This is an optimization exercise on Yosys and OpenROAD, whose aim is small area, not a production implementation.
Only simulation tests tie the RTL to the original design; equivalence was not proved.
No driver is modelled on the clock port, so clocking that relies on it looks cheaper here than on a real chip.

==> design/flow/design.v <==
module fir_filter(
    input              clk,
    input              n_rst,
    input  signed [7:0] din,
    output reg signed [7:0] dout
);
reg [7:0] d0;
reg [7:0] d1;
reg [7:0] d2;
reg [7:0] d3;
reg [7:0] d4;
reg [7:0] d5;
reg [7:0] d6;
reg [7:0] d7;
reg [7:0] d8;
reg [7:0] d9;
reg [7:0] d10;
reg [7:0] d11;
reg [7:0] d12;
reg [7:0] d13;
reg [15:0] m;
wire n1, n2, n3, n4, n5, n6, n7, n8, n9, n10, n11, n12, n13, n14, n15, n16, n17, n18, n19, n20, n21, n22, n23, n24, n25, n26, n27, n28, n29, n30, n31, n32, n33, n34, n35, n36, n37, n38, n39, n40, n41, n42, n43, n44, n45, n46, n47, n48, n49, n50, n51, n52, n53, n54, n55, n56, n57, n58, n59, n60, n61, n62, n63, n64, n65, n66, n67, n68, n69, n70, n71, n72, n73, n74, n75, n76, n77, n78, n79, n80, n81, n82, n83, n84, n85, n86, n87, n88, n89, n90, n91, n92, n93, n94, n95, n96, n97, n98, n99, n100, n101, n102, n103, n104, n105, n106, n107, n108, n109, n110, n111, n112, n113, n114, n115, n116, n117, n118, n119, n120, n121, n122, n123, n124, n125, n126, n127, n128, n129, n130, n131, n132, n133, n134, n135, n136, n137, n138, n139, n140, n141, n142, n143, n144, n145, n146, n147, n148, n149, n150, n151, n152, n153, n154, n155, n156, n157, n158, n159, n160, n161, n162, n163, n164, n165, n166, n167, n168, n169, n170, n171, n172, n173, n174, n175, n176, n177, n178, n179, n180, n181, n182, n183, n184, n185, n186, n187, n188, n189, n190, n191, n192, n193, n194, n195, n196, n197, n198, n199, n200, n201, n202, n203, n204, n205, n206, n207, n208, n209, n210, n211, n212, n213, n214, n215, n216, n217, n218, n219, n220, n221, n222, n223, n224, n225, n226, n227, n228, n229, n230, n231, n232, n233, n234, n235, n236, n237, n238, n239, n240, n241, n242, n243, n244, n245, n246, n247, n248, n249, n250, n251, n252, n253, n254, n255, n256, n257, n258, n259, n260, n261, n262, n263, n264, n265, n266, n267, n268, n269, n270, n271, n272, n273, n274, n275, n276, n277, n278, n279, n280, n281, n282, n283, n284, n285, n286, n287, n288, n289, n290, n291, n292, n293, n294, n295, n296, n297, n298, n299, n300, n301, n302, n303, n304, n305, n306, n307, n308, n309, n310, n311, n312, n313, n314, n315, n316, n317, n318, n319, n320, n321, n322, n323, n325, n327, n329, n331, n333, n335, n337, n339, n341, n342, n343, n344, n345, n346, n347, n348, n349, n350, n351, n352, n353, n354, n355, n356, n357, n358, n359, n360, n361, n362, n363, n364, n365, n366, n367, n368, n369;
assign n1 = ~(d1[0] ^ d13[0]);
assign n2 = d1[0] | d13[0];
assign n3 = d1[1] ^ d13[1] ^ n2;
assign n4 = (d1[1] & d13[1]) | (n2 & (d1[1] ^ d13[1]));
assign n5 = d1[2] ^ d13[2] ^ n4;
assign n6 = (d1[2] & d13[2]) | (n4 & (d1[2] ^ d13[2]));
assign n7 = d1[3] ^ d13[3] ^ n6;
assign n8 = (d1[3] & d13[3]) | (n6 & (d1[3] ^ d13[3]));
assign n9 = d1[4] ^ d13[4] ^ n8;
assign n10 = (d1[4] & d13[4]) | (n8 & (d1[4] ^ d13[4]));
assign n11 = d1[5] ^ d13[5] ^ n10;
assign n12 = (d1[5] & d13[5]) | (n10 & (d1[5] ^ d13[5]));
assign n13 = d1[6] ^ d13[6] ^ n12;
assign n14 = (d1[6] & d13[6]) | (n12 & (d1[6] ^ d13[6]));
assign n15 = d1[7] ^ d13[7] ^ n14;
assign n16 = (d1[7] & d13[7]) | (n14 & (d1[7] ^ d13[7]));
assign n17 = d2[0] ^ d12[0];
assign n18 = d2[0] & d12[0];
assign n19 = d2[1] ^ d12[1] ^ n18;
assign n20 = (d2[1] & d12[1]) | (n18 & (d2[1] ^ d12[1]));
assign n21 = d2[2] ^ d12[2] ^ n20;
assign n22 = (d2[2] & d12[2]) | (n20 & (d2[2] ^ d12[2]));
assign n23 = d2[3] ^ d12[3] ^ n22;
assign n24 = (d2[3] & d12[3]) | (n22 & (d2[3] ^ d12[3]));
assign n25 = d2[4] ^ d12[4] ^ n24;
assign n26 = (d2[4] & d12[4]) | (n24 & (d2[4] ^ d12[4]));
assign n27 = d2[5] ^ d12[5] ^ n26;
assign n28 = (d2[5] & d12[5]) | (n26 & (d2[5] ^ d12[5]));
assign n29 = d2[6] ^ d12[6] ^ n28;
assign n30 = (d2[6] & d12[6]) | (n28 & (d2[6] ^ d12[6]));
assign n31 = d2[7] ^ d12[7] ^ n30;
assign n32 = (d2[7] & d12[7]) | (n30 & (d2[7] ^ d12[7]));
assign n33 = d4[0] ^ d10[0];
assign n34 = d4[0] & d10[0];
assign n35 = d4[1] ^ d10[1] ^ n34;
assign n36 = (d4[1] & d10[1]) | (n34 & (d4[1] ^ d10[1]));
assign n37 = d4[2] ^ d10[2] ^ n36;
assign n38 = (d4[2] & d10[2]) | (n36 & (d4[2] ^ d10[2]));
assign n39 = d4[3] ^ d10[3] ^ n38;
assign n40 = (d4[3] & d10[3]) | (n38 & (d4[3] ^ d10[3]));
assign n41 = d4[4] ^ d10[4] ^ n40;
assign n42 = (d4[4] & d10[4]) | (n40 & (d4[4] ^ d10[4]));
assign n43 = d4[5] ^ d10[5] ^ n42;
assign n44 = (d4[5] & d10[5]) | (n42 & (d4[5] ^ d10[5]));
assign n45 = d4[6] ^ d10[6] ^ n44;
assign n46 = (d4[6] & d10[6]) | (n44 & (d4[6] ^ d10[6]));
assign n47 = d4[7] ^ d10[7] ^ n46;
assign n48 = (d4[7] & d10[7]) | (n46 & (d4[7] ^ d10[7]));
assign n49 = ~(d5[0] ^ d9[0]);
assign n50 = d5[0] | d9[0];
assign n51 = d5[1] ^ d9[1] ^ n50;
assign n52 = (d5[1] & d9[1]) | (n50 & (d5[1] ^ d9[1]));
assign n53 = d5[2] ^ d9[2] ^ n52;
assign n54 = (d5[2] & d9[2]) | (n52 & (d5[2] ^ d9[2]));
assign n55 = d5[3] ^ d9[3] ^ n54;
assign n56 = (d5[3] & d9[3]) | (n54 & (d5[3] ^ d9[3]));
assign n57 = d5[4] ^ d9[4] ^ n56;
assign n58 = (d5[4] & d9[4]) | (n56 & (d5[4] ^ d9[4]));
assign n59 = d5[5] ^ d9[5] ^ n58;
assign n60 = (d5[5] & d9[5]) | (n58 & (d5[5] ^ d9[5]));
assign n61 = d5[6] ^ d9[6] ^ n60;
assign n62 = (d5[6] & d9[6]) | (n60 & (d5[6] ^ d9[6]));
assign n63 = d5[7] ^ d9[7] ^ n62;
assign n64 = (d5[7] & d9[7]) | (n62 & (d5[7] ^ d9[7]));
assign n65 = d6[0] ^ d8[0];
assign n66 = d6[0] & d8[0];
assign n67 = d6[1] ^ d8[1] ^ n66;
assign n68 = (d6[1] & d8[1]) | (n66 & (d6[1] ^ d8[1]));
assign n69 = d6[2] ^ d8[2] ^ n68;
assign n70 = (d6[2] & d8[2]) | (n68 & (d6[2] ^ d8[2]));
assign n71 = d6[3] ^ d8[3] ^ n70;
assign n72 = (d6[3] & d8[3]) | (n70 & (d6[3] ^ d8[3]));
assign n73 = d6[4] ^ d8[4] ^ n72;
assign n74 = (d6[4] & d8[4]) | (n72 & (d6[4] ^ d8[4]));
assign n75 = d6[5] ^ d8[5] ^ n74;
assign n76 = (d6[5] & d8[5]) | (n74 & (d6[5] ^ d8[5]));
assign n77 = d6[6] ^ d8[6] ^ n76;
assign n78 = (d6[6] & d8[6]) | (n76 & (d6[6] ^ d8[6]));
assign n79 = d6[7] ^ d8[7] ^ n78;
assign n80 = (d6[7] & d8[7]) | (n78 & (d6[7] ^ d8[7]));
assign n81 = ~n17;
assign n82 = ~n19;
assign n83 = ~n21;
assign n84 = ~n23;
assign n85 = ~n25;
assign n86 = ~n27;
assign n87 = ~n29;
assign n88 = ~n31;
assign n89 = ~n32;
assign n90 = ~(n33 ^ n81);
assign n91 = n33 | n81;
assign n92 = n35 ^ n82 ^ n91;
assign n93 = (n35 & n82) | (n91 & (n35 ^ n82));
assign n94 = n37 ^ n83 ^ n93;
assign n95 = (n37 & n83) | (n93 & (n37 ^ n83));
assign n96 = n39 ^ n84 ^ n95;
assign n97 = (n39 & n84) | (n95 & (n39 ^ n84));
assign n98 = n41 ^ n85 ^ n97;
assign n99 = (n41 & n85) | (n97 & (n41 ^ n85));
assign n100 = n43 ^ n86 ^ n99;
assign n101 = (n43 & n86) | (n99 & (n43 ^ n86));
assign n102 = n45 ^ n87 ^ n101;
assign n103 = (n45 & n87) | (n101 & (n45 ^ n87));
assign n104 = n47 ^ n88 ^ n103;
assign n105 = (n47 & n88) | (n103 & (n47 ^ n88));
assign n106 = n48 ^ n89 ^ n105;
assign n107 = (n48 & n89) | (n105 & (n48 ^ n89));
assign n108 = ~d7[0];
assign n109 = ~d7[1];
assign n110 = ~d7[2];
assign n111 = ~d7[3];
assign n112 = ~d7[4];
assign n113 = ~d7[5];
assign n114 = ~d7[6];
assign n115 = ~d7[7];
assign n116 = ~n1;
assign n117 = ~n3;
assign n118 = ~n5;
assign n119 = ~n7;
assign n120 = ~n9;
assign n121 = ~n11;
assign n122 = ~n13;
assign n123 = ~n15;
assign n124 = ~n16;
assign n125 = ~n65;
assign n126 = ~n67;
assign n127 = ~n69;
assign n128 = ~n71;
assign n129 = ~n73;
assign n130 = ~n75;
assign n131 = ~n77;
assign n132 = ~n79;
assign n133 = ~n80;
assign n134 = n109 ^ n65;
assign n135 = n109 & n65;
assign n136 = n110 ^ n135 ^ n90;
assign n137 = (n110 & n135) | (n90 & (n110 ^ n135));
assign n138 = n67 ^ n136;
assign n139 = n67 & n136;
assign n140 = n111 ^ n116 ^ n137;
assign n141 = (n111 & n116) | (n137 & (n111 ^ n116));
assign n142 = n69 ^ n92 ^ n139;
assign n143 = (n69 & n92) | (n139 & (n69 ^ n92));
assign n144 = n140 ^ n142;
assign n145 = n140 & n142;
assign n146 = n112 ^ n49 ^ n116;
assign n147 = (n112 & n49) | (n116 & (n112 ^ n49));
assign n148 = n81 ^ n125 ^ n117;
assign n149 = (n81 & n125) | (n117 & (n81 ^ n125));
assign n150 = n146 ^ n148 ^ n141;
assign n151 = (n146 & n148) | (n141 & (n146 ^ n148));
assign n152 = n71 ^ n94 ^ n143;
assign n153 = (n71 & n94) | (n143 & (n71 ^ n94));
assign n154 = n150 ^ n145 ^ n152;
assign n155 = (n150 & n145) | (n152 & (n150 ^ n145));
assign n156 = n113 ^ n33 ^ n51;
assign n157 = (n113 & n33) | (n51 & (n113 ^ n33));
assign n158 = n147 ^ n82 ^ n117;
assign n159 = (n147 & n82) | (n117 & (n147 ^ n82));
assign n160 = n126 ^ n156 ^ n118;
assign n161 = (n126 & n156) | (n118 & (n126 ^ n156));
assign n162 = n149 ^ n158 ^ n160;
assign n163 = (n149 & n158) | (n160 & (n149 ^ n158));
assign n164 = n151 ^ n73 ^ n96;
assign n165 = (n151 & n73) | (n96 & (n151 ^ n73));
assign n166 = n162 ^ n153 ^ n164;
assign n167 = (n162 & n153) | (n164 & (n162 ^ n153));
assign n168 = n155 ^ n100;
assign n169 = n155 & n100;
assign n170 = n114 ^ n49 ^ n35;
assign n171 = (n114 & n49) | (n35 & (n114 ^ n49));
assign n172 = n157 ^ n53 ^ n170;
assign n173 = (n157 & n53) | (n170 & (n157 ^ n53));
assign n174 = n83 ^ n118 ^ n127;
assign n175 = (n83 & n118) | (n127 & (n83 ^ n118));
assign n176 = n159 ^ n119 ^ n161;
assign n177 = (n159 & n119) | (n161 & (n159 ^ n119));
assign n178 = n172 ^ n174 ^ n163;
assign n179 = (n172 & n174) | (n163 & (n172 ^ n174));
assign n180 = n176 ^ n75 ^ n165;
assign n181 = (n176 & n75) | (n165 & (n176 ^ n75));
assign n182 = n98 ^ n178 ^ n167;
assign n183 = (n98 & n178) | (n167 & (n98 ^ n178));
assign n184 = n180 ^ n169 ^ n102;
assign n185 = (n180 & n169) | (n102 & (n180 ^ n169));
assign n186 = d7[0] ^ n115 ^ n65;
assign n187 = (d7[0] & n115) | (n65 & (d7[0] ^ n115));
assign n188 = n51 ^ n186 ^ n171;
assign n189 = (n51 & n186) | (n171 & (n51 ^ n186));
assign n190 = n37 ^ n55 ^ n188;
assign n191 = (n37 & n55) | (n188 & (n37 ^ n55));
assign n192 = n173 ^ n84 ^ n119;
assign n193 = (n173 & n84) | (n119 & (n173 ^ n84));
assign n194 = n128 ^ n175 ^ n177;
assign n195 = (n128 & n175) | (n177 & (n128 ^ n175));
assign n196 = n120 ^ n190 ^ n192;
assign n197 = (n120 & n190) | (n192 & (n120 ^ n190));
assign n198 = n179 ^ n194 ^ n196;
assign n199 = (n179 & n194) | (n196 & (n179 ^ n194));
assign n200 = n77 ^ n181 ^ n100;
assign n201 = (n77 & n181) | (n100 & (n77 ^ n181));
assign n202 = n198 ^ n183 ^ n200;
assign n203 = (n198 & n183) | (n200 & (n198 ^ n183));
assign n204 = ~(n104 ^ n185);
assign n205 = n104 | n185;
assign n206 = ~(d7[1] ^ n67);
assign n207 = d7[1] | n67;
assign n208 = n187 ^ n206 ^ n53;
assign n209 = (n187 & n206) | (n53 & (n187 ^ n206));
assign n210 = n189 ^ n39 ^ n208;
assign n211 = (n189 & n39) | (n208 & (n189 ^ n39));
assign n212 = n57 ^ n191 ^ n193;
assign n213 = (n57 & n191) | (n193 & (n57 ^ n191));
assign n214 = n85 ^ n120 ^ n129;
assign n215 = (n85 & n120) | (n129 & (n85 ^ n120));
assign n216 = n210 ^ n195 ^ n121;
assign n217 = (n210 & n195) | (n121 & (n210 ^ n195));
assign n218 = n197 ^ n212 ^ n214;
assign n219 = (n197 & n212) | (n214 & (n197 ^ n212));
assign n220 = n216 ^ n199 ^ n218;
assign n221 = (n216 & n199) | (n218 & (n216 ^ n199));
assign n222 = n79 ^ n102 ^ n201;
assign n223 = (n79 & n102) | (n201 & (n79 ^ n102));
assign n224 = n220 ^ n203 ^ n222;
assign n225 = (n220 & n203) | (n222 & (n220 ^ n203));
assign n226 = n205 ^ n106;
assign n227 = n205 & n106;
assign n228 = d7[2] ^ n207 ^ n69;
assign n229 = (d7[2] & n207) | (n69 & (d7[2] ^ n207));
assign n230 = n55 ^ n209 ^ n228;
assign n231 = (n55 & n209) | (n228 & (n55 ^ n209));
assign n232 = n41 ^ n211 ^ n230;
assign n233 = (n41 & n211) | (n230 & (n41 ^ n211));
assign n234 = n59 ^ n213 ^ n86;
assign n235 = (n59 & n213) | (n86 & (n59 ^ n213));
assign n236 = n121 ^ n130 ^ n215;
assign n237 = (n121 & n130) | (n215 & (n121 ^ n130));
assign n238 = n232 ^ n122 ^ n217;
assign n239 = (n232 & n122) | (n217 & (n232 ^ n122));
assign n240 = n219 ^ n234 ^ n236;
assign n241 = (n219 & n234) | (n236 & (n219 ^ n234));
assign n242 = n80 ^ n238 ^ n221;
assign n243 = (n80 & n238) | (n221 & (n80 ^ n238));
assign n244 = n240 ^ n104 ^ n223;
assign n245 = (n240 & n104) | (n223 & (n240 ^ n104));
assign n246 = n242 ^ n107 ^ n244;
assign n247 = (n242 & n107) | (n244 & (n242 ^ n107));
assign n248 = ~(n225 ^ n227);
assign n249 = n225 | n227;
assign n250 = d7[3] ^ n71 ^ n229;
assign n251 = (d7[3] & n71) | (n229 & (d7[3] ^ n71));
assign n252 = n57 ^ n231 ^ n250;
assign n253 = (n57 & n231) | (n250 & (n57 ^ n231));
assign n254 = n43 ^ n233 ^ n252;
assign n255 = (n43 & n233) | (n252 & (n43 ^ n233));
assign n256 = n61 ^ n87 ^ n122;
assign n257 = (n61 & n87) | (n122 & (n61 ^ n87));
assign n258 = n131 ^ n235 ^ n237;
assign n259 = (n131 & n235) | (n237 & (n131 ^ n235));
assign n260 = n254 ^ n123 ^ n239;
assign n261 = (n254 & n123) | (n239 & (n254 ^ n123));
assign n262 = n241 ^ n256 ^ n258;
assign n263 = (n241 & n256) | (n258 & (n241 ^ n256));
assign n264 = n260 ^ n243 ^ n262;
assign n265 = (n260 & n243) | (n262 & (n260 ^ n243));
assign n266 = n106 ^ n245 ^ n264;
assign n267 = (n106 & n245) | (n264 & (n106 ^ n245));
assign n268 = n249 ^ n247;
assign n269 = n249 & n247;
assign n270 = ~(d7[4] ^ n73);
assign n271 = d7[4] | n73;
assign n272 = n251 ^ n270 ^ n59;
assign n273 = (n251 & n270) | (n59 & (n251 ^ n270));
assign n274 = n253 ^ n45 ^ n272;
assign n275 = (n253 & n45) | (n272 & (n253 ^ n45));
assign n276 = n255 ^ n63 ^ n124;
assign n277 = (n255 & n63) | (n124 & (n255 ^ n63));
assign n278 = n88 ^ n123 ^ n132;
assign n279 = (n88 & n123) | (n132 & (n88 ^ n123));
assign n280 = n257 ^ n259 ^ n274;
assign n281 = (n257 & n259) | (n274 & (n257 ^ n259));
assign n282 = n261 ^ n276 ^ n263;
assign n283 = (n261 & n276) | (n263 & (n261 ^ n276));
assign n284 = n278 ^ n280 ^ n107;
assign n285 = (n278 & n280) | (n107 & (n278 ^ n280));
assign n286 = n282 ^ n265 ^ n284;
assign n287 = (n282 & n265) | (n284 & (n282 ^ n265));
assign n288 = n267 ^ n269;
assign n289 = n267 & n269;
assign n290 = d7[5] ^ n271 ^ n75;
assign n291 = (d7[5] & n271) | (n75 & (d7[5] ^ n271));
assign n292 = n61 ^ n273 ^ n290;
assign n293 = (n61 & n273) | (n290 & (n61 ^ n273));
assign n294 = n64 ^ n47 ^ n89;
assign n295 = (n64 & n47) | (n89 & (n64 ^ n47));
assign n296 = n124 ^ n133 ^ n275;
assign n297 = (n124 & n133) | (n275 & (n124 ^ n133));
assign n298 = n292 ^ n277 ^ n279;
assign n299 = (n292 & n277) | (n279 & (n292 ^ n277));
assign n300 = n294 ^ n281 ^ n296;
assign n301 = (n294 & n281) | (n296 & (n294 ^ n281));
assign n302 = n298 ^ n283 ^ n300;
assign n303 = (n298 & n283) | (n300 & (n298 ^ n283));
assign n304 = n285 ^ n302 ^ n287;
assign n305 = (n285 & n302) | (n287 & (n285 ^ n302));
assign n306 = d7[6] ^ n77 ^ n291;
assign n307 = (d7[6] & n77) | (n291 & (d7[6] ^ n77));
assign n308 = n48 ^ n63 ^ n293;
assign n309 = (n48 & n63) | (n293 & (n48 ^ n63));
assign n310 = n306 ^ n295 ^ n297;
assign n311 = (n306 & n295) | (n297 & (n306 ^ n295));
assign n312 = n308 ^ n299 ^ n310;
assign n313 = (n308 & n299) | (n310 & (n308 ^ n299));
assign n314 = n301 ^ n303 ^ n312;
assign n315 = (n301 & n303) | (n312 & (n301 ^ n303));
assign n316 = d7[7] ^ n64 ^ n79;
assign n317 = (d7[7] & n64) | (n79 & (d7[7] ^ n64));
assign n318 = n307 ^ n309 ^ n316;
assign n319 = (n307 & n309) | (n316 & (n307 ^ n309));
assign n320 = n311 ^ n318 ^ n313;
assign n321 = (n311 & n318) | (n313 & (n311 ^ n318));
assign n322 = n80 ^ n317 ^ n319;
assign n323 = (n80 & n317) | (n319 & (n80 ^ n317));
assign n325 = n108 | n90;
assign n327 = (n134 & n325) | (n92 & (n134 ^ n325));
assign n329 = (n138 & n94) | (n327 & (n138 ^ n94));
assign n331 = (n96 & n329) | (n144 & (n96 ^ n329));
assign n333 = (n98 & n331) | (n154 & (n98 ^ n331));
assign n335 = (n166 & n333) | (n168 & (n166 ^ n333));
assign n337 = (n182 & n335) | (n184 & (n182 ^ n335));
assign n339 = (n202 & n204) | (n337 & (n202 ^ n204));
assign n341 = (n224 & n226) | (n339 & (n224 ^ n226));
assign n342 = m[0] ^ m[1] ^ m[2];
assign n343 = (m[0] & m[1]) | (m[2] & (m[0] ^ m[1]));
assign n344 = m[3] ^ m[4] ^ n343;
assign n345 = (m[3] & m[4]) | (n343 & (m[3] ^ m[4]));
assign n346 = m[5] ^ m[6] ^ n345;
assign n347 = (m[5] & m[6]) | (n345 & (m[5] ^ m[6]));
assign n348 = m[7] ^ m[8] ^ n347;
assign n349 = (m[7] & m[8]) | (n347 & (m[7] ^ m[8]));
assign n350 = m[9] ^ m[10] ^ n349;
assign n351 = (m[9] & m[10]) | (n349 & (m[9] ^ m[10]));
assign n352 = m[11] ^ m[12] ^ n351;
assign n353 = (m[11] & m[12]) | (n351 & (m[11] ^ m[12]));
assign n354 = ~(m[13] ^ m[14]);
assign n355 = m[13] | m[14];
assign n356 = n354 ^ n353;
assign n357 = n354 & n353;
assign n358 = m[15] ^ n355 ^ n357;
assign n359 = (m[15] & n355) | (n357 & (m[15] ^ n355));
assign n360 = ~n359;
assign n361 = n360 ^ n358;
assign n362 = n361 ? n358 : n344;
assign n363 = n361 ? n358 : n346;
assign n364 = n361 ? n358 : n348;
assign n365 = n361 ? n358 : n350;
assign n366 = n361 ? n358 : n352;
assign n367 = n361 ? n358 : n356;
assign n368 = n361 | n342;
assign n369 = ~din[7];
always @(posedge clk or negedge n_rst) begin
    if (!n_rst) begin
        d0 <= 8'h80;
        d1 <= 8'h80;
        d2 <= 8'h80;
        d3 <= 8'h80;
        d4 <= 8'h80;
        d5 <= 8'h80;
        d6 <= 8'h80;
        d7 <= 8'h80;
        d8 <= 8'h80;
        d9 <= 8'h80;
        d10 <= 8'h80;
        d11 <= 8'h80;
        d12 <= 8'h80;
        d13 <= 8'h80;
        m <= 16'ha000;
        dout <= 8'sd0;
    end else begin
        d0[0] <= din[0];
        d0[1] <= din[1];
        d0[2] <= din[2];
        d0[3] <= din[3];
        d0[4] <= din[4];
        d0[5] <= din[5];
        d0[6] <= din[6];
        d0[7] <= n369;
        d1[0] <= d0[0];
        d1[1] <= d0[1];
        d1[2] <= d0[2];
        d1[3] <= d0[3];
        d1[4] <= d0[4];
        d1[5] <= d0[5];
        d1[6] <= d0[6];
        d1[7] <= d0[7];
        d2[0] <= d1[0];
        d2[1] <= d1[1];
        d2[2] <= d1[2];
        d2[3] <= d1[3];
        d2[4] <= d1[4];
        d2[5] <= d1[5];
        d2[6] <= d1[6];
        d2[7] <= d1[7];
        d3[0] <= d2[0];
        d3[1] <= d2[1];
        d3[2] <= d2[2];
        d3[3] <= d2[3];
        d3[4] <= d2[4];
        d3[5] <= d2[5];
        d3[6] <= d2[6];
        d3[7] <= d2[7];
        d4[0] <= d3[0];
        d4[1] <= d3[1];
        d4[2] <= d3[2];
        d4[3] <= d3[3];
        d4[4] <= d3[4];
        d4[5] <= d3[5];
        d4[6] <= d3[6];
        d4[7] <= d3[7];
        d5[0] <= d4[0];
        d5[1] <= d4[1];
        d5[2] <= d4[2];
        d5[3] <= d4[3];
        d5[4] <= d4[4];
        d5[5] <= d4[5];
        d5[6] <= d4[6];
        d5[7] <= d4[7];
        d6[0] <= d5[0];
        d6[1] <= d5[1];
        d6[2] <= d5[2];
        d6[3] <= d5[3];
        d6[4] <= d5[4];
        d6[5] <= d5[5];
        d6[6] <= d5[6];
        d6[7] <= d5[7];
        d7[0] <= d6[0];
        d7[1] <= d6[1];
        d7[2] <= d6[2];
        d7[3] <= d6[3];
        d7[4] <= d6[4];
        d7[5] <= d6[5];
        d7[6] <= d6[6];
        d7[7] <= d6[7];
        d8[0] <= d7[0];
        d8[1] <= d7[1];
        d8[2] <= d7[2];
        d8[3] <= d7[3];
        d8[4] <= d7[4];
        d8[5] <= d7[5];
        d8[6] <= d7[6];
        d8[7] <= d7[7];
        d9[0] <= d8[0];
        d9[1] <= d8[1];
        d9[2] <= d8[2];
        d9[3] <= d8[3];
        d9[4] <= d8[4];
        d9[5] <= d8[5];
        d9[6] <= d8[6];
        d9[7] <= d8[7];
        d10[0] <= d9[0];
        d10[1] <= d9[1];
        d10[2] <= d9[2];
        d10[3] <= d9[3];
        d10[4] <= d9[4];
        d10[5] <= d9[5];
        d10[6] <= d9[6];
        d10[7] <= d9[7];
        d11[0] <= d10[0];
        d11[1] <= d10[1];
        d11[2] <= d10[2];
        d11[3] <= d10[3];
        d11[4] <= d10[4];
        d11[5] <= d10[5];
        d11[6] <= d10[6];
        d11[7] <= d10[7];
        d12[0] <= d11[0];
        d12[1] <= d11[1];
        d12[2] <= d11[2];
        d12[3] <= d11[3];
        d12[4] <= d11[4];
        d12[5] <= d11[5];
        d12[6] <= d11[6];
        d12[7] <= d11[7];
        d13[0] <= d12[0];
        d13[1] <= d12[1];
        d13[2] <= d12[2];
        d13[3] <= d12[3];
        d13[4] <= d12[4];
        d13[5] <= d12[5];
        d13[6] <= d12[6];
        d13[7] <= d12[7];
        m[0] <= n248;
        m[1] <= n246;
        m[2] <= n341;
        m[3] <= n266;
        m[4] <= n268;
        m[5] <= n286;
        m[6] <= n288;
        m[7] <= n289;
        m[8] <= n304;
        m[9] <= n314;
        m[10] <= n305;
        m[11] <= n315;
        m[12] <= n320;
        m[13] <= n322;
        m[14] <= n321;
        m[15] <= n323;
        dout[0] <= n368;
        dout[1] <= n362;
        dout[2] <= n363;
        dout[3] <= n364;
        dout[4] <= n365;
        dout[5] <= n366;
        dout[6] <= n367;
        dout[7] <= n360;
    end
end
endmodule
==> design/flow/flow/run.sh <==
#!/bin/bash
# Own layout flow: the standard synthesis (unchanged) fixes the registers;
# its combinational logic is then replaced by the equivalent hand-built
# full-adder netlist from gen4.py, and the standard ORFS flow lays it out.
set -uo pipefail
HERE=$(pwd)
RES=$HERE/orfs/results/$FLOW_PLATFORM/fir_filter/base
bash standard.sh synth > synth_std.log 2>&1 || { echo "standard synthesis failed"; exit 1; }
cp $RES/1_2_yosys.v std_synth.v
python3 flow/gen4.py flow/spec.json gen_rtl.v own_net.v > gen.log 2>&1
if python3 flow/inject.py std_synth.v own_net.v injected.v > inject.log 2>&1; then
  cp injected.v $RES/1_2_yosys.v
  rm -f $RES/1_synth.odb $RES/1_synth.sdc
  bash standard.sh synth > synth_odb.log 2>&1 || { echo "odb from injected netlist failed"; exit 1; }
else
  echo "register mismatch, keeping the standard netlist" | tee -a inject.log
fi
# clock tree: no dummy balancing loads, small clock buffers
export CTS_ARGS="-sink_clustering_enable -repair_clock_nets -dont_use_dummy_load -root_buf sky130_fd_sc_hd__clkbuf_8 -buf_list sky130_fd_sc_hd__clkbuf_4"
# port buffers: the smallest buffer cell
export BUFFER_PORTS_ARGS="-buffer_cell sky130_fd_sc_hd__buf_1"
export POST_CTS_TCL=$HERE/flow/post_cts.tcl
bash standard.sh > layout.log 2>&1
==> design/flow/flow/gen4.py <==
#!/usr/bin/env python3
"""Generator for fir_filter (13-tap symmetric FIR, sky130hd).

Writes two files describing the same circuit:
  * rtl  : plain Verilog (registers + assign statements), the version's RTL
  * net  : the same logic as sky130_fd_sc_hd cells (full/half adders etc.)

Structure (two pipeline stages after the sample delay line):
  d0..d13 : sample delay line, d0 = newest sample. Bit 7 of every sample
            register holds the inverted sign bit, so sample value
            x = {~r[7], r[6:0]} - 128 (reset value of r[7] is 1 -> x = 0).
  stage 1 : S = sum c[k] * d[k+1] (k = 0..12) built as a carry-save tree of
            full adders; columns 0..8 are summed completely, columns 9..17
            are kept as (up to) two rows in registers ma / mb.
  stage 2 : dout <= sat((ma + mb) >> 0)  (the rows hold S[17:9])
"""
import sys, json

AREA = {"fa_1": 20.0192, "ha_1": 12.512, "maj3_1": 10.0096, "and2_1": 6.256,
        "xor2_1": 8.7584, "xnor2_1": 8.7584, "or2_1": 6.256, "inv_1": 3.7536,
        "mux2_1": 11.2608, "dfrtp_1": 25.024, "conb_1": 3.7536, "nor2_1": 3.7536,
        "nand2_1": 3.7536, "dfstp_1": 26.2752, "a21oi_1": 5.0048, "o21ai_0": 5.0048,
        "mux2i_1": 10.0096, "xnor3_1": 22.5216, "xor3_1": 23.7728}
DLY = {"fa_s": 0.45, "fa_c": 0.38, "ha_s": 0.28, "ha_c": 0.20, "g": 0.12, "x2": 0.25, "o2": 0.20}
W = 18
CLKQ = 0.35

class Bit:
    __slots__ = ("net", "neg", "t")
    def __init__(s, net, neg=False, t=CLKQ):
        s.net, s.neg, s.t = net, neg, t

# cell functions as verilog expressions (for the RTL)
FUN = {
    "fa_1":   {"SUM": "{A} ^ {B} ^ {CIN}", "COUT": "({A} & {B}) | ({CIN} & ({A} ^ {B}))"},
    "ha_1":   {"SUM": "{A} ^ {B}", "COUT": "{A} & {B}"},
    "maj3_1": {"X": "({A} & {B}) | ({C} & ({A} ^ {B}))"},
    "and2_1": {"X": "{A} & {B}"},
    "or2_1":  {"X": "{A} | {B}"},
    "xor2_1": {"X": "{A} ^ {B}"},
    "xnor2_1": {"Y": "~({A} ^ {B})"},
    "inv_1":  {"Y": "~{A}"},
    "mux2_1": {"X": "{S} ? {A1} : {A0}"},
}
OUTS = {"SUM", "COUT", "X", "Y", "HI", "LO", "Q"}

class Builder:
    def __init__(s, spec):
        s.spec = spec
        s.cells = []
        s.n = 0
        s.K = 0
    def new(s):
        s.n += 1; return f"n{s.n}"
    def cell(s, typ, pins):
        s.cells.append([typ, pins])
    def fa(s, a, b, c):
        xs = [a, b, c]
        ks = [x for x in xs if x.net == "1'b1"]
        if ks:
            assert len(ks) == 1
            o = [x for x in xs if x.net != "1'b1"]
            return s.fa1(o[0], o[1])
        so, co = s.new(), s.new()
        s.cell("fa_1", {"A": a.net, "B": b.net, "CIN": c.net, "SUM": so, "COUT": co})
        t = max(a.t, b.t, c.t)
        return Bit(so, a.neg, t + DLY["fa_s"]), Bit(co, a.neg, t + DLY["fa_c"])
    def ha(s, a, b):
        if b.net == "1'b1": a, b = b, a
        if a.net == "1'b1":
            assert b.net != "1'b1"
            return s.inv(b), b
        so, co = s.new(), s.new()
        s.cell("ha_1", {"A": a.net, "B": b.net, "SUM": so, "COUT": co})
        t = max(a.t, b.t)
        return Bit(so, a.neg, t + DLY["ha_s"]), Bit(co, a.neg, t + DLY["ha_c"])
    def inv(s, a):
        y = s.new(); s.cell("inv_1", {"A": a.net, "Y": y})
        return Bit(y, a.neg, a.t + DLY["g"])
    def fa1(s, a, b):
        so, co = s.new(), s.new()
        s.cell("xnor2_1", {"A": a.net, "B": b.net, "Y": so})
        s.cell("or2_1", {"A": a.net, "B": b.net, "X": co})
        t = max(a.t, b.t)
        return Bit(so, False, t + DLY["x2"]), Bit(co, False, t + DLY["o2"])

    def ripple(s, bits_a, bits_b, lo, hi):
        """unsigned ripple add of positive bits in positions lo..hi (dicts pos->Bit);
        returns dict pos->Bit incl. carry at hi+1"""
        out = {}; c = None
        for p in range(lo, hi + 1):
            xs = [x for x in (bits_a.get(p), bits_b.get(p), c) if x is not None]
            if len(xs) == 3: sm, c = s.fa(*xs)
            elif len(xs) == 2: sm, c = s.ha(*xs)
            elif len(xs) == 1: sm, c = xs[0], None
            else: sm, c = None, None
            if sm is not None: out[p] = sm
        if c is not None: out[hi + 1] = c
        return out

    def ripple_cin(s, bits_a, bits_b, lo, hi):
        """ripple add with a carry-in of 1 at position lo"""
        out = {}; c = Bit("1'b1", False, 0.0)
        for p in range(lo, hi + 1):
            xs = [x for x in (bits_a.get(p), bits_b.get(p), c) if x is not None]
            if len(xs) == 3: sm, c = s.fa(*xs)
            elif len(xs) == 2: sm, c = s.ha(*xs)
            elif len(xs) == 1: sm, c = xs[0], None
            else: sm, c = None, None
            if sm is not None: out[p] = sm
        if c is not None: out[hi + 1] = c
        return out

    def column(s, p, cols, target):
        """reduce column p to `target` positive bits; carries to p+1"""
        col = cols.get(p, [])
        nxt = cols.setdefault(p + 1, [])
        while True:
            pos = sorted([b for b in col if not b.neg], key=lambda b: b.t)
            neg = sorted([b for b in col if b.neg], key=lambda b: b.t)
            if not neg and len(pos) <= target: break
            cand = []
            if len(neg) >= 3: cand.append((neg[2].t, "n"))
            if len(pos) >= 3 and (len(pos) + len(neg) > target + 1 or neg): cand.append((pos[2].t, "p"))
            if cand:
                cand.sort()
                grp = neg[:3] if cand[0][1] == "n" else pos[:3]
                for b in grp: col.remove(b)
                sm, cy = s.fa(*grp)
                col.append(sm); nxt.append(cy)
            elif neg:
                b = neg[0]; col.remove(b)
                nb = s.inv(b); nb.neg = False
                col.append(nb); s.K -= 1 << p
            elif len(pos) > target:
                if p in s.kbits:
                    s.kbits.discard(p)
                    sm, cy = s.fa1(pos[0], pos[1])
                else:
                    sm, cy = s.ha(pos[0], pos[1])
                    s.hacols = getattr(s, "hacols", []) + [p]
                col.remove(pos[0]); col.remove(pos[1]); col.append(sm); nxt.append(cy)
            else:
                break
        if p in s.kbits:
            s.kbits.discard(p)
            pos = sorted(col, key=lambda b: b.t)
            if s.spec.get("const_late") in (2, 3, 4):
                col.append(Bit("1'b1", False, 0.0))
            elif len(pos) == 0:
                col.append(Bit("1'b1", False, 0.0))
            elif len(pos) == 1:
                b = pos[0]; col.remove(b); col.append(s.inv(b)); nxt.append(b)
            else:
                sm, cy = s.fa1(pos[0], pos[1]); col.remove(pos[0]); col.remove(pos[1])
                col.append(sm); nxt.append(cy)
        cols[p] = col
        return col

    def build(s):
        spec = s.spec
        nodes = {}
        # sample j as unsigned {~s, x[6:0]}, value = u - 128
        for j in range(1, 14):
            nodes[f"x{j}"] = ({i: Bit(f"d{j}[{i}]") for i in range(8)}, -128)
        for name, (a, b), chunks, *popt in spec["pre"]:
            popt = popt[0] if popt else {}
            va, ka = nodes[a]; vb, kb = nodes[b]
            cins = popt.get("cin", [])   # chunk starts that take a carry-in of 1
            out = {}; extra = []
            lo = 0
            for hi in chunks:
                if lo in cins:
                    va = dict(va); va.setdefault(-1, None)
                    r = s.ripple_cin(va, vb, lo, hi)
                    ka -= 1 << lo
                else:
                    r = s.ripple(va, vb, lo, hi)
                for p, x in r.items():
                    if p in out: extra.append((p, x))
                    else: out[p] = x
                lo = hi + 1
            nodes[name] = (out, ka + kb, extra)
        comp = {}
        def cbit(x):
            if x.net not in comp: comp[x.net] = s.inv(x)
            return comp[x.net]
        for name, a, b in spec.get("sub", []):
            # name = a - b (ripple), a, b: pre-adder nodes
            va, ka = nodes[a][0], nodes[a][1]; vb, kb = nodes[b][0], nodes[b][1]
            w = max(max(va), max(vb)) + 1
            nb = {p: cbit(x) for p, x in vb.items()}
            for p in range(w):
                if p not in nb: nb[p] = None
            # a - b = a + ~b + 1 - 2^w  (b's bits complemented over w bits)
            vbc = {p: x for p, x in nb.items() if x is not None}
            r = s.ripple_cin(va, vbc, 0, w - 1)
            kconst = 0
            for p in range(w):
                if nb[p] is None: kconst += 1 << p   # ~0 = 1 at missing bits
            nodes[name] = (r, ka - kb + kconst + 1 - (1 << w) - 0, [])
            # value check: r = a_bits + ~b_bits(w) + 1 ; a - b = (a_bits+ka) - (b_bits+kb)
            # ~b_bits(w) = 2^w - 1 - b_bits  =>  a_bits - b_bits = r - 2^w
            nodes[name] = (r, ka - kb - (1 << w), [])
            if kconst:
                # missing positions were treated as absent: add them back as constant
                nodes[name] = (r, ka - kb - (1 << w) + kconst, [])
        for name, a, b, sh in spec.get("add", []):
            va, ka = nodes[a][0], nodes[a][1]; vb, kb = nodes[b][0], nodes[b][1]
            vbs = {p + sh: x for p, x in vb.items()}
            hi = max(max(va), max(vbs))
            r = s.ripple(va, vbs, 0, hi)
            nodes[name] = (r, ka + (kb << sh), [])
        cols = {}
        for nd, coef in spec["out"]:
            v = nodes[nd]
            vec, k = v[0], v[1]
            extra = v[2] if len(v) > 2 else []
            sh = abs(coef).bit_length() - 1
            assert abs(coef) == 1 << sh
            neg = coef < 0
            for p, x in list(vec.items()) + extra:
                if p + sh >= W: continue
                if neg:   # -b = ~b - 1
                    cols.setdefault(p + sh, []).append(cbit(x))
                    s.K -= 1 << (p + sh)
                else:
                    cols.setdefault(p + sh, []).append(x)
            s.K += coef * k
        # inversions of leftover negative bits (see column()) depend only on
        # the negative bit counts: account for them in K up front
        nn = {p: sum(1 for x in c if x.neg) for p, c in cols.items()}
        for p in range(W):
            n = nn.get(p, 0); f = 0
            while n >= 3: n -= 2; f += 1
            nn[p + 1] = nn.get(p + 1, 0) + f
            s.K -= n << p
        s.K %= 1 << W
        s.kbits = {p for p in range(W) if (s.K >> p) & 1}
        s.Kfinal = s.K
        cl = spec.get("const_late", False)
        if cl == 4:
            late = set(spec.get("late_cols", []))
            for p in [p for p in s.kbits if p not in late]:
                cols.setdefault(p, []).append(Bit("1'b1", False, 0.0))
                s.kbits.discard(p)
        elif not cl or cl == 3:
            lowmax = 9 if cl == 3 else W
            for p in [p for p in s.kbits if p < lowmax]:
                cols.setdefault(p, []).append(Bit("1'b1", False, 0.0))
                s.kbits.discard(p)
        s.Kpre = s.K; s.K = 0; s.Kinv = sum(0 for _ in ())
        s.rows = {}
        for p in range(W):
            tgt = 1 if p == W - 1 else 2
            s.column(p, cols, tgt)
        cols.pop(W, None)
        # carry of the low columns 0..8 into column 9 (only the carry is used)
        for p in range(9):
            col = cols.get(p, [])
            while len(col) >= 2:
                col.sort(key=lambda b: b.t)
                if len(col) >= 3:
                    sm, cy = s.fa(col[0], col[1], col[2]); col = col[3:] + [sm]
                else:
                    sm, cy = s.ha(col[0], col[1]); col = [sm]
                cols.setdefault(p + 1, []).append(cy)
            cols[p] = col
        # stage-1 carry-propagate where the bits are early enough: each
        # column so resolved needs one register instead of two
        bud = spec.get("res_budget", 0.0)
        for p in range(9, W):
            col = sorted(cols.get(p, []), key=lambda b: b.t)
            while len(col) >= 2:
                if len(col) >= 3:
                    t = col[2].t + DLY["fa_s"]
                    if t > bud: break
                    sm, cy = s.fa(col[0], col[1], col[2]); col = col[3:]
                else:
                    t = col[1].t + DLY["ha_s"]
                    if t > bud: break
                    sm, cy = s.ha(col[0], col[1]); col = col[2:]
                col.append(sm); col.sort(key=lambda b: b.t)
                if p + 1 < W: cols.setdefault(p + 1, []).append(cy)
            cols[p] = col
        for p in range(9, W):
            s.rows[p] = cols[p]
        return s

def stage2(b):
    """mid registers -> ripple -> sat -> dout"""
    mid = []   # (regname, src Bit, col)
    rows = b.rows
    cnt = {}
    for p in range(9, W):
        for x in rows[p]:
            mid.append((None, x, p))
    k = 0
    for i, (nm, x, p) in enumerate(mid):
        if x.net != "1'b1":
            mid[i] = (f"m[{k}]", x, p); k += 1
    # stage 2 ripple over registered bits
    cols = {}
    for nm, x, p in mid:
        cols.setdefault(p, []).append(Bit("1'b1", False, 0.0) if x.net == "1'b1" else Bit(nm, False, CLKQ))
    C = sum(1 << p for nm, x, p in mid if x.net == "1'b1")
    mid = [m for m in mid if m[1].net != "1'b1"]
    # reset values of the mid registers: their weighted sum plus the
    # constants must be 0 mod 2^W (S = 0 while the state is cleared)
    T = (-C) % (1 << W)
    best = None
    n = len(mid)
    import itertools
    # greedy over columns with carry: choose per column how many bits are set
    bycol = {}
    for i, (nm, x, p) in enumerate(mid): bycol.setdefault(p, []).append(i)
    def dfs(p, carry, chosen):
        nonlocal best
        if p == W:
            if best is None or len(chosen) < len(best): best = list(chosen)
            return
        idx = bycol.get(p, [])
        for k in range(len(idx) + 1):
            tot = carry + k
            if (tot & 1) != ((T >> p) & 1): continue
            dfs(p + 1, tot >> 1, chosen + idx[:k])
    dfs(9, 0, [])
    assert best is not None, "no reset encoding"
    b.setregs = set(mid[i][0] for i in best)
    S = {}
    for p in range(9, W):
        col = cols.get(p, [])
        while len(col) >= 2:
            col.sort(key=lambda x: x.t)
            if len(col) >= 3:
                sm, cy = b.fa(col[0], col[1], col[2]); col = col[3:] + [sm]
            else:
                if p == W - 1 and "1'b1" in (col[0].net, col[1].net):
                    sm = b.inv([x for x in col if x.net != "1'b1"][0]); cy = None
                else:
                    sm, cy = b.ha(col[0], col[1])
                col = [sm]
            if p + 1 < W and cy is not None: cols.setdefault(p + 1, []).append(cy)
        if not col: raise RuntimeError("empty column")
        S[p] = col[0]
    sb = lambda p: S[p].net
    ovf = b.new(); b.cell("xor2_1", {"A": sb(17), "B": sb(16), "X": ovf})
    dn = [None] * 8
    dn[7] = sb(17)
    for i in range(1, 7):
        y = b.new(); b.cell("mux2_1", {"A0": sb(9 + i), "A1": sb(16), "S": ovf, "X": y}); dn[i] = y
    y = b.new(); b.cell("or2_1", {"A": ovf, "B": sb(9), "X": y}); dn[0] = y
    # registers: (cell, regbit name, D net, reset value)
    regs = []
    for j in range(14):
        for i in range(8):
            if j == 0:
                src = "din[7]" if i == 7 else f"din[{i}]"
            else:
                src = f"d{j-1}[{i}]"
            regs.append(("dfstp_1" if i == 7 else "dfrtp_1", f"d{j}[{i}]", src))
    for nm, x, p in mid:
        regs.append(("dfstp_1" if nm in b.setregs else "dfrtp_1", nm, x.net))
    for i in range(8):
        regs.append(("dfrtp_1", f"dout[{i}]", dn[i]))
    # din[7] must be inverted into d0[7]
    y = b.new(); b.cell("inv_1", {"A": "din[7]", "Y": y})
    regs = [(c, r, (y if r == "d0[7]" else d)) for c, r, d in regs]
    prune(b, set(r[2] for r in regs))
    return regs, mid

def prune(b, roots):
    changed = True
    while changed:
        changed = False
        used = set(roots)
        for typ, pins in b.cells:
            for p, n in pins.items():
                if p not in OUTS: used.add(n)
        new = []
        for c in b.cells:
            typ, pins = c
            outs = [p for p in pins if p in OUTS]
            live = [p for p in outs if pins[p] in used]
            if not live:
                changed = True; continue
            if typ == "fa_1" and live == ["COUT"]:
                c[0] = "maj3_1"; c[1] = {"A": pins["A"], "B": pins["B"], "C": pins["CIN"], "X": pins["COUT"]}; changed = True
            elif typ == "ha_1" and live == ["COUT"]:
                c[0] = "and2_1"; c[1] = {"A": pins["A"], "B": pins["B"], "X": pins["COUT"]}; changed = True
            elif typ == "ha_1" and live == ["SUM"]:
                c[0] = "xor2_1"; c[1] = {"A": pins["A"], "B": pins["B"], "X": pins["SUM"]}; changed = True
            elif typ == "xnor2_1" and False:
                pass
            new.append(c)
        b.cells = new

def regs_decl(regs):
    """group register bits by vector name -> width"""
    vec = {}
    for c, r, d in regs:
        nm, idx = r[:-1].split("[")
        vec.setdefault(nm, []).append(int(idx))
    return {k: max(v) + 1 for k, v in vec.items()}

def vnet(n):
    # nets named like d3[2], m0[4] are register outputs (vectors)
    return n

def write_rtl(b, regs, path, header):
    L = [header.rstrip(), "module fir_filter(",
         "    input              clk,",
         "    input              n_rst,",
         "    input  signed [7:0] din,",
         "    output reg signed [7:0] dout",
         ");", ""]
    vec = regs_decl(regs)
    for nm, w in vec.items():
        if nm == "dout": continue
        L.append(f"reg [{w-1}:0] {nm};")
    nets = sorted({n for typ, pins in b.cells for p, n in pins.items() if p in OUTS},
                  key=lambda n: int(n[1:]))
    L.append("wire " + ", ".join(nets) + ";")
    L.append("")
    for typ, pins in b.cells:
        for op, expr in FUN[typ].items():
            if op in pins:
                L.append(f"assign {pins[op]} = " + expr.format(**pins) + ";")
    L.append("")
    L.append("always @(posedge clk or negedge n_rst) begin")
    L.append("    if (!n_rst) begin")
    for nm, w in vec.items():
        rv = 0
        for c, r, d in regs:
            rn, idx = r[:-1].split("[")
            if rn == nm and c == "dfstp_1": rv |= 1 << int(idx)
        L.append(f"        {nm} <= {w}'h{rv:x};" if nm != "dout" else f"        dout <= 8'sd0;")
    L.append("    end else begin")
    for c, r, d in regs:
        L.append(f"        {r} <= {d};")
    L.append("    end")
    L.append("end")
    L.append("")
    L.append("endmodule")
    open(path, "w").write("\n".join(L) + "\n")

def esc(n):
    if "[" in n and not n.startswith(("din[", "dout[")):
        return "\\" + n + " "
    return n

def write_net(b, regs, path):
    L = ["module fir_filter(clk, n_rst, din, dout);",
         "  input clk;", "  input n_rst;", "  input [7:0] din;", "  output [7:0] dout;"]
    wires = set()
    for typ, pins in b.cells:
        wires |= set(pins.values())
    for c, r, d in regs: wires.add(r); wires.add(d)
    wires.discard("1'b1")
    for w in sorted(wires):
        if w.startswith(("din[", "dout[")): continue
        L.append(f"  wire {esc(w)};")
    for i, (typ, pins) in enumerate(b.cells):
        ps = ", ".join(f".{p}({esc(n)})" for p, n in pins.items())
        L.append(f"  sky130_fd_sc_hd__{typ} g{i} ({ps});")
    for c, r, d in regs:
        rst = "SET_B" if c == "dfstp_1" else "RESET_B"
        L.append(f"  sky130_fd_sc_hd__{c} \\{r}$_DFF_PN{'1' if c == 'dfstp_1' else '0'}_  (.CLK(clk), .D({esc(d)}), .Q({esc(r)}), .{rst}(n_rst));")
    L.append("endmodule")
    open(path, "w").write("\n".join(L) + "\n")

def area(b, regs):
    comb = sum(AREA[c[0]] for c in b.cells)
    return comb, comb + sum(AREA[r[0]] for r in regs)

if __name__ == "__main__":
    spec = json.load(open(sys.argv[1]))
    b = Builder(spec).build()
    regs, mid = stage2(b)
    from collections import Counter
    cnt = Counter(c[0] for c in b.cells)
    comb, tot = area(b, regs)
    print(f"regs {len(regs)} mid {len(mid)} comb {comb:.1f} total {tot:.1f} "
          f"mid_t {max(x.t for _, x, _ in mid):.2f}", dict(cnt), file=sys.stderr)
    if len(sys.argv) > 3:
        write_rtl(b, regs, sys.argv[2], open(sys.argv[4]).read() if len(sys.argv) > 4 else "")
        write_net(b, regs, sys.argv[3])
==> design/flow/flow/inject.py <==
#!/usr/bin/env python3
"""Swap the combinational logic of the standard synthesis netlist for the
hand-built cell netlist made by gen4.py, keeping the standard synthesis's
registers: same instance names, same cell types, same count.

usage: inject.py STD_NETLIST OWN_NETLIST OUT_NETLIST
Exits non-zero (and writes nothing) if the registers do not match.
"""
import re, sys

FF = re.compile(r'^\s*sky130_fd_sc_hd__(df\w+)\s+\\(\S+)\$_DFF_(\w+)_\s*\(', re.M)

def regs(path):
    txt = open(path).read()
    out = {}
    for typ, bit, kind in FF.findall(txt):
        out[bit] = (typ, kind)
    return txt, out

std_txt, std = regs(sys.argv[1])
own_txt, own = regs(sys.argv[2])
base = lambda t: t.rsplit("_", 1)[0]
ok = True
if set(std) != set(own):
    print("register sets differ:", sorted(set(std) ^ set(own))[:20]); ok = False
for bit in set(std) & set(own):
    if base(std[bit][0]) != base(own[bit][0]) or std[bit][1] != own[bit][1]:
        print("register type differs:", bit, std[bit], own[bit]); ok = False
if not ok:
    sys.exit(1)

def fix(m):
    typ, bit, kind = m.group(1), m.group(2), m.group(3)
    styp, skind = std[bit]
    return m.group(0).replace("sky130_fd_sc_hd__" + typ, "sky130_fd_sc_hd__" + styp, 1)
out = FF.sub(fix, own_txt)
open(sys.argv[3], "w").write(out)
print(f"injected netlist with {len(std)} registers")
==> design/flow/flow/post_cts.tcl <==
# After CTS: clock buffers (clkbuf_4) that drive many flip-flops are
# upsized to clkbuf_8 so that every flip-flop clock pin keeps a clean slew.
set upsized 0
foreach inst [get_cells -filter "ref_name == sky130_fd_sc_hd__clkbuf_4"] {
  set out [get_pins -of_objects $inst -filter "direction == output"]
  set net [get_nets -of_objects $out]
  if { $net == "" } { continue }
  set sinks [llength [get_pins -of_objects $net -filter "direction == input"]]
  if { $sinks >= 10 } {
    replace_cell $inst sky130_fd_sc_hd__clkbuf_8
    incr upsized
  }
}
puts "post_cts: upsized $upsized clock buffers"
if { $upsized > 0 } {
  detailed_placement
  check_placement -verbose
  estimate_parasitics -placement
}
==> design/flow/flow/spec.json <==
{"pre": [["q0", ["x1", "x13"], [7], {"cin": [0]}], ["q1", ["x2", "x12"], [7]], ["q3", ["x4", "x10"], [7]], ["q4", ["x5", "x9"], [7], {"cin": [0]}], ["q5", ["x6", "x8"], [7]]], "out": [["q4", 64], ["q4", 16], ["x7", 128], ["x7", -1], ["q3", 32], ["q1", -16], ["dd", 4], ["dd", 1], ["q0", -16], ["q0", -8], ["q5", 128], ["q5", -16], ["q5", 2]], "sub": [["dd", "q3", "q1"]], "const_late": 4, "late_cols": [0, 7, 9, 15]}
==> design/flow/standard.sh <==
#!/bin/bash
# synth_recipe.tcl (not shown) runs the flow's synth.tcl, then flattens the netlist and writes it again
# the make line also repeats each setting of config.mk as NAME=value (left out here)
make -C /OpenROAD-flow-scripts/flow DESIGN_CONFIG=/design/flow/config.mk WORK_HOME=/design/flow/orfs CLKGATE_MAP_FILE= SYNTH_SCRIPT=/design/flow/synth_recipe.tcl "${@:-finish}"
==> design/flow/config.mk <==
export PLATFORM = sky130hd
export DESIGN_NAME = fir_filter
export DESIGN_NICKNAME = fir_filter
export VERILOG_FILES = /design/flow/design.v
export SDC_FILE = /design/flow/constraint.sdc
export NUM_CORES = 4
export LEC_CHECK = 0
export CAP_MARGIN = 0
export CORE_MARGIN = 2
export CORE_UTILIZATION = 70
export SLEW_MARGIN = 0
==> design/flow/constraint.sdc <==
create_clock -name core_clock -period 6.0 [get_ports {clk}]
set_input_delay 1.2000 -clock core_clock [delete_from_list [all_inputs] [get_ports {clk}]]
set_output_delay 1.2000 -clock core_clock [all_outputs]
set_load 0.01 [all_outputs]
==> results of run 1 <==
[metrics by stage]
step                cells
floorplan             351
global placement      503
detailed placement    503
global route          521
finish                521
[area by class of cell]
class / count / area (µm²) / share of cell area, %
well taps: 129 / 161 / 2.26
clock buffers: 17 / 165 / 2.31
multi-input cells: 178 / 3120 / 43.7
inverters: 37 / 139 / 1.95
flip-flops and latches: 136 / 3420 / 48.0
repair buffers: 24 / 126 / 1.77
[worst max-delay path: stages, from the launching register on]
cell,delay (ns)
dfrtp_1,0.43
or2_1,0.24
fa_2,0.36
fa_2,0.38
fa_2,0.63
fa_1,0.47
fa_1,0.44
fa_1,0.46
fa_1,0.46
fa_1,0.46
fa_1,0.40
fa_1,0.55
fa_1,0.42
[layer usage]
metal,track usage (%),up-vias
met5,0,-
met4,7.80,0
met3,6.28,9
met2,34.8,41
met1,37.8,1525
li1,-,1133
[how the worst max path moves through the flow]
stage                      end   from  slack, ns
after global routing      m[8]  d2[0]       0.02
final                     m[8]  d9[0]       0.17
after detailed placement  m[8]  d5[0]       0.06
after global placement    m[8]  d2[0]       0.12
after floorplan           m[8]  d5[0]       0.34
==> impl_metrics.yaml, run 1 <==
route:
  top_layer: "met4"
  met1Wirelength_um: 4970
  route.detailed.drc: 0
  via_per_inst: 5.20
  met2_length_um: 4870
  first_iter_violations: 63
  vias: 2708
  wl_met3_um: 337
  drtAntennaViolNets: 0
  firstDrtPassIters: 4
  wl_per_cell_um: 19.7
  wirelength_um: 10300
finish:
  utilization_pct: 77.2
  area_delta_synth_final_pct: 6.98
  top_register: "m"
  final_common_cell: "fa_1"
  fin_nets: 549
  n_fill_cell: 515
  final_area_mm2: 0.00714
  layout-drive-gt1-share_pct: 12.0
  layout_common_cells: "fa_1, dfrtp_1, inv_1"
  largest_reg_flops: 16
  num_antenna_cells: 0
floorplan:
  fp.dieArea_mm2: 0.0103
  core_area_mm2: 0.00924
  die_w_um: 102
  std_cell_rows: 35
  start_util_pct: 72.2
  die_h_um: 102
  io_pins: 18
placed_design:
  portBuffers: 17
  place_area_mm2: 0.00695
  place_hpwl_um: 8570
  pre_cts_ws_ns: 0.0562
  place_congestion: 0.835
cts:
  clk_pin_slew_ns: 0.10
  cts_tree: "done"
  cts_sinks: 136
  clkLatencyLatePin_ns: 0.42
global_route:
  grt_pass1_wl_um: 17100
  grt_pass1_vias: 3262
  overflow: 0
  antenna_found_initial: 0
  grt_max_degree: 71
  grt_util_all_layers_pct: 24.2
hold_path:
  worstHoldStart: "d3[2]"
  whs_endpoint: "d4[2]"
  holdCritPathClass: "reg2reg"
  hold_path_depth: 0
worst_setup_path:
  crit_path_start_kind: "flop"
  cp-end-kind: "flop"
  r2r-start: "d9[0]"
  crit_type: "reg2reg"
  arrival_ns: 6.11
  reg2reg_depth: 12
  r2r_end: "m[8]"
  required_ns: 6.27
  path_max_fanout: 3
  reg2reg_slack_ns: 0.17
timing:
  tightest_slew_ns: 0.836
  report.final.slew_viol_count: 0
  finalHoldViolations: 0
  layout_min_cycle_time_ns: 5.83
  relSlewSlack_pct: 44.2
  timing.final.crit_share_pct: 97.2
  whs_ns: 0.323
  finalSetupViolCount: 0
  rsz0062_at_grt: "no"
  max_freq_ghz: 0.171
  final.setup.tns_ns: 0
  clock_skew_ns: 0.0337
  fin_ws_ns: 0.167
flow_run:
  max-cap-violations: 0
logic_synthesis:
  ys_warn_count: 1
  synth_cells: 351
  syn_avg_cell_area_um2: 19.0
  synth_fp_nets: 506
  mappedNetlistArea_mm2: 0.00667
status:
  status: "complete, no violations"
==> run 2, diff against run 1 <==
--- a/design/flow/config.mk
+++ b/design/flow/config.mk
@@ -7,5 +7,5 @@
 export LEC_CHECK = 0
 export CAP_MARGIN = 0
 export CORE_MARGIN = 2
-export CORE_UTILIZATION = 70
+export CORE_UTILIZATION = 80
 export SLEW_MARGIN = 0
==> run 2 against run 1 <==
Net effect:
- still clean
- routed wire length up 20%
- die area down 12%
- synthesized cell count unchanged
- critical path depth up 1
- fmax down 1.3%
- critical endpoint unchanged
- largest cell class unchanged
- highest routed layer unchanged
==> impl_metrics.yaml, run 2 <==
status:
  status: "complete, no violations"
timing:
  report.final.slew_viol_count: 0
  finalHoldViolations: 0
  relSlewSlack_pct: 42.7
  final.setup.tns_ns: 0
  timing.final.crit_share_pct: 98.5
  clock_skew_ns: 0.0403
  rsz0062_at_grt: "no"
  tightest_slew_ns: 0.859
  fin_ws_ns: 0.0872
  layout_min_cycle_time_ns: 5.91
  finalSetupViolCount: 0
  max_freq_ghz: 0.169
worst_setup_path:
  crit_path_start_kind: "flop"
  arrival_ns: 6.18
  cp-end-kind: "flop"
  crit_top_cell: "fa_1"
  slowest_stage: "fa_1"
  reg2reg_slack_ns: 0.09
  r2r-start: "d6[0]"
  cpPeakStageDelay_ns: 0.57
  crit_chain: "ha_1, fa_1, fa_1, fa_1, fa_1, buf_4, xnor2_1, fa_1, fa_1, fa_1, fa_1, fa_1, fa_1"
  crit_type: "reg2reg"
  required_ns: 6.26
  path_max_fanout: 3
  reg2reg_depth: 13
  r2r_end: "m[8]"
placed_design:
  dp_cells: 479
  place_hpwl_um: 9430
  place_congestion: 0.886
  portBuffers: 17
  pre_cts_ws_ns: 0.0442
hold_path:
  holdCritPathClass: "reg2reg"
  whs_endpoint: "d12[4]"
  hold_path_depth: 0
  worstHoldStart: "d11[4]"
finish:
  fin_nets: 550
  layout-drive-gt1-share_pct: 13.0
  largest_reg_flops: 16
  top_register: "m"
  area_delta_synth_final_pct: 6.79
  layout_common_cells: "fa_1, dfrtp_1, inv_1"
  final_common_cell: "fa_1"
  num_antenna_cells: 0
  instances_no_fill: 498
floorplan:
  die_w_um: 95.3
  start_util_pct: 82.0
  die_h_um: 95.3
  core_area_mm2: 0.00813
  std_cell_rows: 33
  fp.dieArea_mm2: 0.00909
  io_pins: 18
global_route:
  grt_pass1_vias: 3570
  grt_pass1_wl_um: 19700
  antenna_found_initial: 0
  grt_util_all_layers_pct: 32.6
  overflow: 0
  grt_max_degree: 72
cts:
  cts_tree: "done"
  clkLatencyLatePin_ns: 0.41
  cts_sinks: 136
  clk_pin_slew_ns: 0.10
logic_synthesis:
  ys_warn_count: 1
  synth_fp_nets: 506
  syn_avg_cell_area_um2: 19.0
  mappedNetlistArea_mm2: 0.00667
  synth_cells: 351
route:
  wirelength_um: 12300
  first_iter_violations: 249
  route.detailed.drc: 0
  via_per_inst: 5.82
  vias: 2898
  wl_per_cell_um: 24.8
  drtAntennaViolNets: 0
  firstDrtPassIters: 5
flow_run:
  max-cap-violations: 0
==> run 2: changes by cell type in the layout (fill, tap and decap cells not counted), sizes merged <==
cell	before	now
buf	23	24
==> run 2: worst max path at each step <==
stage,from,to,slack [ns]
after floorplan,d5[0],m[8],0.34
after global placement,d9[0],m[8],0.12
after detailed placement,d9[0],m[8],0.04
after global routing,d6[0],m[8],0.008
final,d6[0],m[8],0.09
==> run 2: cell type report <==
class | count | area [µm²]
fillers | 293 | 1010
repair buffers | 25 | 134
well taps | 105 | 131
inverters | 37 | 139
flip-flops and latches | 136 | 3420
clock buffers | 17 | 165
multi-input cells | 178 | 3130
==> run 2: per-layer routing <==
| metal | vias to the layer above | GRT usage, % | share of wire [%] |
|---|---|---|---|
| li1 | 1137 | - | - |
| met3 | 22 | 9.17 | 6.8 |
| met1 | 1619 | 47.3 | 39 |
| met2 | 120 | 49.3 | 52 |
| met5 | - | 0 | 0 |
| met4 | 0 | 12.1 | 2.3 |
==> run 2: worst max-delay path: cells and delay by family (launching register included) <==
kind	cells	cell delay, ns
XOR/XNOR	1	0.32
adder cells (fa/ha/maj)	11	4.85
buffers and inverters	1	0.19
flip-flops	1	0.41
==> run 2: metrics by stage <==
step           hold slack (ns)  instance area (µm²)  utilization, %
2_1_floorplan            0.331                 6670               -
3_3_place_gp             0.332                 6920            85.0
3_5_place_dp             0.336                 6920            85.0
5_1_grt                  0.330                 7120            87.6
6_report                 0.327                 7120            87.6
==> run 3, diff against run 2 <==
==> design/flow/config.mk (replaced) <==
export PLATFORM = sky130hd
export DESIGN_NAME = fir_filter
export DESIGN_NICKNAME = fir_filter
export VERILOG_FILES = /design/flow/design.v
export SDC_FILE = /design/flow/constraint.sdc
export NUM_CORES = 4
export LEC_CHECK = 0
export CAP_MARGIN = 20
export CORE_MARGIN = 2
export CORE_UTILIZATION = 70
export GPL_TIMING_DRIVEN = 0
export SLEW_MARGIN = 20
==> run 3 against run 2 <==
Net effect:
- core utilization decreased by 9.8 points
- routed wire length decreased by 17%
- first-iteration DRC count decreased by 64%
- synthesized cell count unchanged
- global-route usage decreased by 8.7 points
- synthesized area unchanged
==> impl_metrics.yaml, run 3 <==
finish:
  area_delta_synth_final_pct: 7.67
  layout_common_cells: "fa_1, dfrtp_1, inv_1"
  layout-drive-gt1-share_pct: 12.8
  final_common_cell: "fa_1"
  largest_reg_flops: 16
  num_antenna_cells: 0
  top_register: "m"
  final_area_mm2: 0.00718
  fin_nets: 547
timing:
  finalHoldViolations: 0
  clock_skew_ns: 0.0308
  relSlewSlack_pct: 58.9
  layout_min_cycle_time_ns: 5.86
  finalSetupViolCount: 0
  rsz0062_at_grt: "no"
  timing.final.crit_share_pct: 97.6
  max_freq_ghz: 0.171
  final.setup.tns_ns: 0
  report.final.slew_viol_count: 0
  tightest_slew_ns: 0.614
global_route:
  antenna_found_initial: 0
  grt_util_all_layers_pct: 23.8
  grt_pass1_wl_um: 16900
  overflow: 0
  grt_max_degree: 36
  grt_pass1_vias: 3325
worst_setup_path:
  required_ns: 6.26
  cp-end-kind: "flop"
  path_max_fanout: 2
  arrival_ns: 6.12
  crit_type: "reg2reg"
  crit_path_start_kind: "flop"
placed_design:
  portBuffers: 17
  place_congestion: 0.860
  place_hpwl_um: 8350
  place_area_mm2: 0.00699
status:
  status: "complete, no violations"
route:
  vias: 2769
  wirelength_um: 10200
  wl_per_cell_um: 19.7
  firstDrtPassIters: 4
  drtAntennaViolNets: 0
  via_per_inst: 5.34
  first_iter_violations: 90
  route.detailed.drc: 0
floorplan:
  core_area_mm2: 0.00924
  fp.dieArea_mm2: 0.0103
  die_w_um: 102
  std_cell_rows: 35
  io_pins: 18
  die_h_um: 102
  start_util_pct: 72.2
logic_synthesis:
  synth_cells: 351
  ys_warn_count: 1
  syn_avg_cell_area_um2: 19.0
  synth_fp_nets: 506
  mappedNetlistArea_mm2: 0.00667
cts:
  clk_pin_slew_ns: 0.09
  clkLatencyLatePin_ns: 0.41
  cts_tree: "done"
  cts_sinks: 136
flow_run:
  max-cap-violations: 0
hold_path:
  holdCritPathClass: "reg2reg"
==> run 3: cell count changes in the layout (fill, tap and decap cells not counted), sizes merged <==
cell | previous run | this run
buf | 24 | 22
clkbuf | 18 | 17
==> run 3: area by class of cell <==
type                            count  area [µm²]
Fill cell                         486        2060
Clock buffer                       17         165
Sequential cell                   136        3420
Multi-Input combinational cell    178        3130
Timing Repair Buffer               22         160
Inverter                           37         139
Tap cell                          129         161
==> run 3: metal layers <==
layer  track usage, %  vias up  part of all wire, %  wire (µm)
met5                0        -                    0          0
met4             7.17        0                 0.69         70
met3             6.49        7                  2.9        298
met2             35.1       40                   50       5100
met1             36.4     1589                   46       4740
li1                 -     1133                    -          -
==> run 3: stage by stage <==
stage | std cells | setup slack [ns] | utilization (%) | hold slack [ns]
2_1_floorplan | 351 | 0.340 | - | 0.331
3_3_place_gp | 497 | -1.83 | 74.6 | 0.332
3_5_place_dp | 501 | -0.0415 | 75.6 | 0.335
6_report | 519 | 0.145 | 77.7 | 0.344
5_1_grt | 519 | 0.00150 | 77.7 | 0.339
==> run 3: final timing paths <==
kind | start | endpoint | slack (ns) | cells past startpoint
max in group asynchronous | n_rst | d3[4] | 4.34 | 4
min in group asynchronous | n_rst | dout[3] | 0.71 | 1
max | d12[0] | m[8] | 0.14 | 14
max reg2reg | d12[0] | m[8] | 0.14 | 14
min reg2reg | d3[3] | d4[3] | 0.34 | 0
min | d3[3] | d4[3] | 0.34 | 0
==> run 3: critical path, cell delays in order, from the launching register on <==
cell and delay, ns:
dfrtp_1 0.40, ha_1 0.22, fa_2 0.38, fa_1 0.41
fa_2 0.55, inv_1 0.10, fa_1 0.43, fa_1 0.39
fa_1 0.39, fa_1 0.40, fa_2 0.36, fa_2 0.40
fa_1 0.46, fa_1 0.39, fa_1 0.44

[port drivers added, routing unchanged]
Ports are ideal in the flow. The routed layouts listed here were re-timed in OpenROAD.
Step 1 sets driving cells, clkbuf_16 on the clock port and buf_2 on the other inputs (assumed; they add their load-dependent delay and slew).
Step 2 also shifts input and output timing later by t, the mid clock arrival at the registers, as if the neighbouring blocks saw the same clock.
a / b / c = no drivers / after step 1 / after step 2; a / b = the first two.
| run | t, ns | slack for setup (ns) | worst hold slack (ns) | slew at the worst register clock pin (ns) |
|---|---|---|---|---|
| run 1 | 0.439 | 0.167 / 0.167 / 0.167 | 0.323 / 0.323 / 0.323 | 0.10 / 0.10 |
| run 2 | 0.427 | 0.087 / 0.087 / 0.087 | 0.327 / 0.327 / 0.327 | 0.11 / 0.11 |
| run 3 | 0.424 | 0.145 / 0.145 / 0.145 | 0.344 / 0.344 / 0.344 | 0.09 / 0.09 |
After both steps every run listed still meets setup and hold.
